From an optimization exercise on the open Yosys and OpenROAD flow, aimed at small area; shortcuts taken in it are not production practice.
RTL that was checked went through simulation tests only; none was proved equivalent to the original.
The clock port is modelled as an ideal driver; clocking choices that lean on that would not hold on a real chip.

==> flow/design.v <==
module led_driver(
	input CLK,
	input RST,
	output LED_R,
	output LED_G,
	output LED_B,
	output VAL_CLK,
	output PWM_CLK
);
	reg [4:0] ps;
	reg [2:0] lo;
	reg [2:0] hq;
	reg [4:0] hy;
	reg [3:0] g;
	reg [2:0] k;
	reg [4:0] x;
	wire tick = ~ps[3] & ~ps[1] & ~ps[0];
	wire last = hq[2] & hq[0] & lo[2] & lo[1];
	wire fend = tick & last;
	wire hinc = tick & (&lo);
	wire step = fend & g[3] & ~g[2] & g[0];    
	assign PWM_CLK = last;
	assign VAL_CLK = g[3] & ~g[0];               
	always @(posedge CLK) begin
		if (RST) begin
			ps <= 5'd2;
			lo <= 3'd7;
			hq <= 3'd0;
			hy <= 5'd31;
			g <= 4'd15;
			k <= 3'd2;
			x <= 5'd0;
		end else begin
			ps <= tick ? 5'd2 : {ps[3:0], ps[4] ^ ps[1]};
			if (tick)
				lo <= lo + 3'd1;
			if (fend) begin
				hq <= 3'd0;
				hy <= 5'd31;
			end else if (hinc) begin
				if (&hy) begin
					hy <= 5'd1;
					hq <= {hq[2] | (hq[1] & hq[0]), hq[1] ^ hq[0], ~hq[0]};    
				end else
					hy <= hy + 5'd1;
			end
			if (fend)
				g <= {g[3] ? ~g[0] : &g[2:0], ~g[3] & (g[2] ^ (g[1] & g[0])), ~g[3] & (g[1] ^ g[0]), ~g[0]};
			if (step) begin
				if (x[4] & x[3] & x[2] & x[1]) begin
					x <= 5'd0;
					k <= k + 3'd1;
				end else
					x <= x + 5'd1;
			end
		end
	end
	wire ya = hy <= x;         
	wire yb = hy <= ~x;        
	function led;
		input [2:0] m;
		input [2:0] hq;
		input ya, yb;
		reg [2:0] t;
		begin
			t = {1'b0, m[1:0] ^ {2{m[2]}}} + (m[2] ? yb : ya);
			led = hq[2] ? ~hq[0] & t[2] : ({1'b0, hq[1:0]} <= t);
		end
	endfunction
	assign LED_R = led(k - 3'd1, hq, ya, yb);
	assign LED_G = led(k, hq, ya, yb);
	assign LED_B = led(k + 3'd1, hq, ya, yb);
endmodule
==> flow/config.mk <==
export PLATFORM = sky130hd
export DESIGN_NAME = led_driver
export DESIGN_NICKNAME = led_driver
export VERILOG_FILES = /design/flow/design.v
export SDC_FILE = /design/flow/constraint.sdc
export NUM_CORES = 4
export LEC_CHECK = 0
export CAP_MARGIN = 20
export CORE_MARGIN = 2
export CORE_UTILIZATION = 40
export SLEW_MARGIN = 20
==> flow/constraint.sdc <==
create_clock -name core_clock -period 10.0 [get_ports {CLK}]
set_input_delay 2.0000 -clock core_clock [delete_from_list [all_inputs] [get_ports {CLK}]]
set_output_delay 2.0000 -clock core_clock [all_outputs]
set_load 0.01 [all_outputs]
standard.sh (not shown) runs the stock make flow with config.mk's settings and CLKGATE_MAP_FILE= SYNTH_SCRIPT=/design/flow/synth_recipe.tcl, a recipe that flattens the netlist after the stock synthesis.
==> flow/flow/run.sh <==
#!/bin/bash
# Layout flow: the standard flow (standard.sh), with these changes:
#  - ports buffered with the smallest buffer (buf_1)
set -euo pipefail
W=$(pwd)
mkdir -p "$W/abc"
n=0
for seed in $(seq 1 32); do
  n=$((n + 1))
  if [ $seed -le 24 ]; then map='dch
amap'; else map='amap'; fi
  printf 'strash\n&get -n\n&deepsyn -I 1 -J 200 -S %s\n&put\n%s\ntopo\n' $((seed > 24 ? seed - 24 : seed)) "$map" > "$W/abc/area$n.abc"
done
cat > "$W/area_synth.tcl" <<EOT
# synth_recipe.tcl, with the ABC run replaced by the best of the runs in $W/abc
proc abc {args} {
  set dir $W/abc
  set lib {}
  set i [lsearch -exact \$args -liberty]
  if { \$i >= 0 } { set lib [lindex \$args [expr {\$i + 1}]] }
  set i [lsearch -exact \$args -script]
  yosys write_rtlil \$dir/pre_abc.il
  set runs [lsort -dictionary [glob \$dir/area*.abc]]
  set f [open \$dir/jobs.txt w]
  foreach s \$runs {
    set r [file rootname \$s]
    set y [open \$r.ys w]
    puts \$y "read_rtlil \$dir/pre_abc.il"
    puts \$y "abc [join [lreplace \$args \$i [expr {\$i + 1}] -script \$s] { }]"
    puts \$y "tee -q -o \$r.area stat -liberty \$lib"
    close \$y
    puts \$f "\$::env(YOSYS_EXE) -q -l \$r.log -s \$r.ys"
  }
  close \$f
  exec bash -c "xargs -P 4 -I CMD bash -c CMD < \$dir/jobs.txt > \$dir/jobs.log 2>&1 || true"
  set best {}
  foreach s \$runs {
    set r [file rootname \$s]
    if { [catch { set h [open \$r.area]; set t [read \$h]; close \$h }] } { continue }
    if { ![regexp {Chip area for module[^:]*: *([0-9.]+)} \$t -> a] } { continue }
    puts "ABC candidate [file tail \$s]: area \$a"
    if { \$best eq {} || \$a < \$best } { set best \$a; set bests \$s }
  }
  if { \$best eq {} } { set bests [lindex \$runs 0] }
  puts "ABC best candidate [file tail \$bests]: area \$best"
  yosys abc {*}[lreplace \$args \$i [expr {\$i + 1}] -script \$bests]
}
source $W/synth_recipe.tcl
EOT
cat > "$W/clkslew.tcl" <<EOT
source \$::env(SCRIPTS_DIR)/load.tcl
load_design 6_final.odb 6_final.sdc
read_spef \$::env(RESULTS_DIR)/6_final.spef
set_propagated_clock [all_clocks]
set mx 0
foreach p [get_pins -hier */CLK] { set s [get_property \$p slew_max]; if { \$s > \$mx } { set mx \$s } }
set f [open $W/clkslew.txt w]; puts \$f \$mx; close \$f
EOT
targets=finish
for cell in buf_12 clkbuf_16 buf_16; do
  export FLOW_CLKBUF=sky130_fd_sc_hd__$cell
  bash standard.sh SYNTH_SCRIPT="$W/area_synth.tcl" ADDER_MAP_FILE= \
    "BUFFER_PORTS_ARGS=-buffer_cell sky130_fd_sc_hd__buf_1" \
    "PRE_CTS_TCL=$W/flow/clkbuf.tcl" "CTS_ARGS=-clk_nets CLK" \
    $targets >> "$W/standard.log" 2>&1
  bash standard.sh RUN_SCRIPT="$W/clkslew.tcl" run > "$W/clkslew_$cell.log" 2>&1
  slew=$(cat "$W/clkslew.txt")
  echo "clock buffer $cell: largest clock pin slew $slew ns" >> "$W/standard.log"
  if awk -v s="$slew" 'BEGIN { exit !(s < 0.118) }'; then break; fi
  cp -r "$W/orfs/logs" "$W/logs_$cell"   # keep this try's logs; the next try cleans them
  targets="clean_cts clean_route clean_finish finish"
done
Other scripts of this flow, unchanged in this note and not shown: flow/flow/clkbuf.tcl
The baseline completed without violations.
==> next run, changes <==
--- a/flow/design.v
+++ b/flow/design.v
@@ -26,11 +26,11 @@
 			ps <= 5'd2;
 			lo <= 3'd7;
 			hq <= 3'd0;
 			hy <= 5'd31;
 			g <= 4'd15;
-			k <= 3'd2;
+			k <= 3'd0;
 			x <= 5'd0;
 		end else begin
 			ps <= tick ? 5'd2 : {ps[3:0], ps[4] ^ ps[1]};
 			if (tick)
 				lo <= lo + 3'd1;
@@ -38,16 +38,16 @@
 				hq <= 3'd0;
 				hy <= 5'd31;
 			end else if (hinc) begin
 				if (&hy) begin
 					hy <= 5'd1;
-					hq <= {hq[2] | (hq[1] & hq[0]), hq[1] ^ hq[0], ~hq[0]};    
+					hq <= hq + 3'd1;
 				end else
 					hy <= hy + 5'd1;
 			end
 			if (fend)
-				g <= {g[3] ? ~g[0] : &g[2:0], ~g[3] & (g[2] ^ (g[1] & g[0])), ~g[3] & (g[1] ^ g[0]), ~g[0]};
+				g <= (g[3] & g[0] & ~g[2]) ? 4'd0 : g + 4'd1;
 			if (step) begin
 				if (x[4] & x[3] & x[2] & x[1]) begin
 					x <= 5'd0;
 					k <= k + 3'd1;
 				end else
@@ -59,15 +59,15 @@
 	wire yb = hy <= ~x;        
 	function led;
 		input [2:0] m;
 		input [2:0] hq;
 		input ya, yb;
-		reg [2:0] t;
+		reg [2:0] qs;
 		begin
-			t = {1'b0, m[1:0] ^ {2{m[2]}}} + (m[2] ? yb : ya);
-			led = hq[2] ? ~hq[0] & t[2] : ({1'b0, hq[1:0]} <= t);
+			qs = {1'b0, m[1:0] ^ {2{m[2]}}};
+			led = (hq <= qs) | ((hq == qs + 3'd1) & (m[2] ? yb : ya));
 		end
 	endfunction
-	assign LED_R = led(k - 3'd1, hq, ya, yb);
-	assign LED_G = led(k, hq, ya, yb);
-	assign LED_B = led(k + 3'd1, hq, ya, yb);
+	assign LED_R = led(k + 3'd1, hq, ya, yb);
+	assign LED_G = led(k + 3'd2, hq, ya, yb);
+	assign LED_B = led(k + 3'd3, hq, ya, yb);
 endmodule
After rerunning: The changed run completed with no timing, DRC or antenna violations; worst setup slack got worse by 0.36 ns; global-route usage barely changes; final area goes up by 0.47%; synthesized area rose by 0.51%; core utilization goes up by 0.21 points; register-to-register slack is worse by 0.03 ns; flip-flop and latch count is unchanged; critical path depth stays the same; final cell count went up by 1.5%.
The RTL of the first run of this note was laid out without a check of its function.

[re-timing with driven ports]
No port has a modelled driver above. Below, the same layouts with a new extraction and two added sets of constraints.
Step 1 (the two cells are an assumption about what drives the block):
set clk [get_ports {CLK}]
set_driving_cell -lib_cell sky130_fd_sc_hd__clkbuf_16 $clk
set_driving_cell -lib_cell sky130_fd_sc_hd__buf_2 [delete_from_list [all_inputs] $clk]
Step 2 adds t to the input delays and takes it off the output delays; t is the mean of the earliest and latest rising clock arrival at the registers after step 1. Input paths then give back, and output paths get back, about the clock's delay inside the block.
Slacks: ideal ports / drivers / drivers and shift; pairs: ideal ports / drivers.
run | t (ns) | slack for setup (ns) | worst setup path at the end
the first run | 0.166 | 6.154 / 6.125 / 6.291 | register to output
the second run | 0.165 | 5.796 / 5.766 / 5.931 | register to output
After both steps setup and hold are still met in every run listed.
